From an optimization exercise on the open Yosys and OpenROAD flow, aimed at small area; shortcuts taken in it are not production practice.
In this exercise RTL edits were held to simulation tests only and were not proved equivalent to the original.
The flow treats the clock pin as an ideal source. Dropping or thinning the clock tree relies on that and would not hold on a real chip.
Power figures rest on the tool's default switching activity, not on a simulated workload.

== job 2438 ==
==> flow/design.v <==
module TrafficLightController(clk, rst, standby, test,
	G1Y1, R1G2, Y2R2,
	G1en, Y1en, R1en,
	G2en, Y2en, R2en) ;
	input 		clk, rst, standby, test ;
	output[6:0] G1Y1, R1G2, Y2R2 ;
	output 		G1en, Y1en, R1en,
					G2en, Y2en, R2en ;
	reg [12:0]	a ;
	wire		aw = ~a[1] & ~a[2] & ~a[3] & a[4] & a[5] & a[6] & a[7] & ~a[8] & ~a[9] & a[10] & ~a[11] ;
	always @(posedge clk)
		a <= (rst | aw) ? 13'd0 : {~a[11:0], a[12] ^ a[5]} ;
	reg			t ;
	reg [6:0]	m ;
	wire		c100 = t ;
	wire		en = aw & t ;
	wire		mdet = m[0] & m[1] & ~m[3] & ~m[4] & m[5] & ~m[6] ;
	wire		tick = en & mdet ;
	always @(posedge clk)
		if (rst) begin
			t <= 1'b0 ;
			m <= 7'b0010111 ;
		end else begin
			t <= t ^ aw ;
			if (en) m <= mdet ? 7'b0011111 : {m[5:0], m[6] ^ m[5]} ;
		end
	localparam [5:0] PF = 6'b000001 ;	 
	reg [5:0]	f_q ;
	wire [5:0]	f = f_q ^ PF ;
	wire		x = f[5], z = f[4] ;
	wire [3:0]	rem = f[3:0] ;
	wire		yy = &rem ;
	wire		pend = (rem == 4'd0) | yy ;
	wire		ry = x & ~z, yr = ~x & z ;
	wire [3:0]	ld = {~ry, ~ry & ~yr, 1'b0, ry | yr} ;
	reg [5:0]	f_d ;
	always @(*) begin
		f_d = f ;
		if (rst || standby)
			f_d = 6'b111111 ;
		else if (tick) begin
			if (pend)
				f_d = {z, ~x, ld} ;
			else
				f_d[3:0] = test ? 4'd0 : {rem[2:0], ~(rem[3] ^ rem[0])} ;
		end
	end
	always @(posedge clk) f_q <= f_d ^ PF ;
	wire		G1 = ~x & ~z, Y1 = (~x & z) | yy, R1 = x & ~yy ;
	wire		G2 = x & z & ~yy, Y2 = (x & ~z) | yy, R2 = ~x ;
	wire		o1 = c100 ? G1 : Y1 ;
	wire		o2 = c100 ? R1 : G2 ;
	wire		o3 = c100 ? Y2 : R2 ;
	assign G1Y1 = {{6{o1}}, 1'b0} ;
	assign R1G2 = {{6{o2}}, 1'b0} ;
	assign Y2R2 = {{6{o3}}, 1'b0} ;
	assign {G1en, Y1en, R1en, G2en, Y2en, R2en} = c100 ? 6'b010101 : 6'b101010 ;
endmodule
==> flow/config.mk <==
export PLATFORM = sky130hd
export DESIGN_NAME = TrafficLightController
export DESIGN_NICKNAME = TrafficLightController
export VERILOG_FILES = /design/flow/design.v
export SDC_FILE = /design/flow/constraint.sdc
export NUM_CORES = 4
export LEC_CHECK = 0
export CAP_MARGIN = 20
export CORE_AREA = 2 2 60 60
export DIE_AREA = 0 0 62 62
export PLACE_DENSITY = 0.6
export SLEW_MARGIN = 20
==> flow/constraint.sdc <==
create_clock -name core_clock -period 10.0 [get_ports {clk}]
set_input_delay 2.0000 -clock core_clock [delete_from_list [all_inputs] [get_ports {clk}]]
set_output_delay 2.0000 -clock core_clock [all_outputs]
set_load 0.01 [all_outputs]
standard.sh (not shown) runs the stock make flow with config.mk's settings and CLKGATE_MAP_FILE= SYNTH_SCRIPT=/design/flow/synth_recipe.tcl, a recipe that flattens the netlist after the stock synthesis.
==> flow/flow/run.sh <==
#!/bin/bash
# Own layout flow:
#  1. the standard synthesis;
#  2. the combinational cells re-mapped by a few area-oriented ABC scripts
#     (flow/resyn.sh), each result proven equivalent to the standard
#     netlist (same flip-flops, same names), and the smallest kept;
#  3. the standard layout from that netlist, with port buffers of the
#     smallest buffer cell, one tie cell for the constant outputs and the
#     clock tree collapsed to one root buffer (buf_12).
set -euo pipefail
W=$PWD
F=$W/flow
LIB=$FLOW_HOME/platforms/$FLOW_PLATFORM/lib/sky130_fd_sc_hd__tt_025C_1v80.lib
R=$W/orfs/results/$FLOW_PLATFORM/TrafficLightController/base
KNOBS=("BUFFER_PORTS_ARGS=-buffer_cell sky130_fd_sc_hd__buf_1"
       "CTS_ARGS=-sink_clustering_enable -repair_clock_nets -dont_use_dummy_load -buf_list sky130_fd_sc_hd__clkbuf_8 -root_buf sky130_fd_sc_hd__clkbuf_8"
       "POST_CTS_TCL=$F/flatten_ct.tcl"
       "SKIP_REPAIR_TIE_FANOUT=1")

bash standard.sh "${KNOBS[@]}" synth > $W/make_synth.log 2>&1

cp $R/1_2_yosys.v $W/std_netlist.v
bash $F/resyn.sh $W/std_netlist.v $W/resyn_netlist.v $W/resyn > $W/resyn.log 2>&1
if ! cmp -s $W/std_netlist.v $W/resyn_netlist.v; then
  cp $W/resyn_netlist.v $R/1_2_yosys.v
  rm -f $R/1_synth.odb $R/1_synth.sdc
fi

bash standard.sh "${KNOBS[@]}" finish > $W/make_flow.log 2>&1
Other scripts of this flow, unchanged in this note and not shown: flow/flow/abc_b1.script, flow/flow/abc_d1.script, flow/flow/abc_d3.script, flow/flow/abc_d6.script, flow/flow/abc_e2.script, flow/flow/abc_e4.script, flow/flow/abc_e7.script, flow/flow/abc_e8.script, flow/flow/equiv.ys, flow/flow/flatten_ct.tcl, flow/flow/resyn.sh, flow/flow/resyn.ys
[inputs] job 8981 vs job 2438
diff --git a/flow/design.v b/flow/design.v
--- a/flow/design.v
+++ b/flow/design.v
@@ -5,13 +5,13 @@
 	input 		clk, rst, standby, test ;
 	output[6:0] G1Y1, R1G2, Y2R2 ;
 	output 		G1en, Y1en, R1en,
 					G2en, Y2en, R2en ;
 	reg [12:0]	a ;
-	wire		aw = ~a[1] & ~a[2] & ~a[3] & a[4] & a[5] & a[6] & a[7] & ~a[8] & ~a[9] & a[10] & ~a[11] ;
+	wire		aw = a[1] & a[2] & a[3] & a[4] & a[5] & ~a[6] & a[7] & ~a[8] & a[9] & a[10] & ~a[12] ;
 	always @(posedge clk)
-		a <= (rst | aw) ? 13'd0 : {~a[11:0], a[12] ^ a[5]} ;
+		a <= (rst | aw) ? 13'd0 : {~a[11:0], a[2] ^ a[12]} ;
 	reg			t ;
 	reg [6:0]	m ;
 	wire		c100 = t ;
 	wire		en = aw & t ;
 	wire		mdet = m[0] & m[1] & ~m[3] & ~m[4] & m[5] & ~m[6] ;
@@ -22,29 +22,29 @@
 			m <= 7'b0010111 ;
 		end else begin
 			t <= t ^ aw ;
 			if (en) m <= mdet ? 7'b0011111 : {m[5:0], m[6] ^ m[5]} ;
 		end
-	localparam [5:0] PF = 6'b000001 ;	 
+	localparam [5:0] PF = 6'b000100 ;	 
 	reg [5:0]	f_q ;
 	wire [5:0]	f = f_q ^ PF ;
 	wire		x = f[5], z = f[4] ;
 	wire [3:0]	rem = f[3:0] ;
 	wire		yy = &rem ;
 	wire		pend = (rem == 4'd0) | yy ;
 	wire		ry = x & ~z, yr = ~x & z ;
-	wire [3:0]	ld = {~ry, ~ry & ~yr, 1'b0, ry | yr} ;
+	wire [3:0]	ld = {yr, ~ry & ~yr, yr, ry | yr} ;
 	reg [5:0]	f_d ;
 	always @(*) begin
 		f_d = f ;
 		if (rst || standby)
 			f_d = 6'b111111 ;
 		else if (tick) begin
 			if (pend)
 				f_d = {z, ~x, ld} ;
 			else
-				f_d[3:0] = test ? 4'd0 : {rem[2:0], ~(rem[3] ^ rem[0])} ;
+				f_d[3:0] = test ? 4'd0 : {rem[2:0], ~(rem[3] ^ rem[2])} ;
 		end
 	end
 	always @(posedge clk) f_q <= f_d ^ PF ;
 	wire		G1 = ~x & ~z, Y1 = (~x & z) | yy, R1 = x & ~yy ;
 	wire		G2 = x & z & ~yy, Y2 = (x & ~z) | yy, R2 = ~x ;
Reported for job 8981 and job 2438, area occupied by registers turned out identical to the last digit. Comparing job 8981 and job 2438, the higher minimum setup slack after placement is on job 8981. From job 2438 to job 8981 the numbers moved as follows: sequential share of layout area decreased 0.63 points; wire length per cell after detailed routing increased 0.74%; fmax increased about 1.1%; area used by multi-input combinational logic increased 7.5 um2; detail-routed via count per cell decreased about 4%. Taking job 2438 as the reference, in job 8981 share of power burned in combinational logic roughly the same, synthesized cell area now sits higher, routed wire length went up. Job 2438 ended up with R1G2[1] as its capturing instance or port of the critical path; job 8981 ended up with G1Y1[4].

separate check: timing with driven ports:
Ports are ideal in the flow. The routed layouts listed here were re-timed in OpenROAD.
Step 1 assumes that a clkbuf_16 drives the clock port and a buf_2 every other input.
Step 2 also shifts input and output timing later by t, the mid clock arrival at the registers, as if the neighbouring blocks saw the same clock.
a / b / c = no drivers / after step 1 / after step 2; a / b = the first two.
| run | t, ns | slack for setup (ns) | latest minus earliest clock arrival (ns) | worst slew at a driven data input, ns | cell pins on the clock port's net |
|---|---|---|---|---|---|
| job 2438 | 0.162 | 6.492 / 6.460 / 6.622 | 0.002 / 0.003 | 0.03 | 1 |
| job 8981 | 0.158 | 6.532 / 6.504 / 6.662 | 0.001 / 0.002 | 0.03 | 1 |
After both steps setup and hold are still met in every run listed.
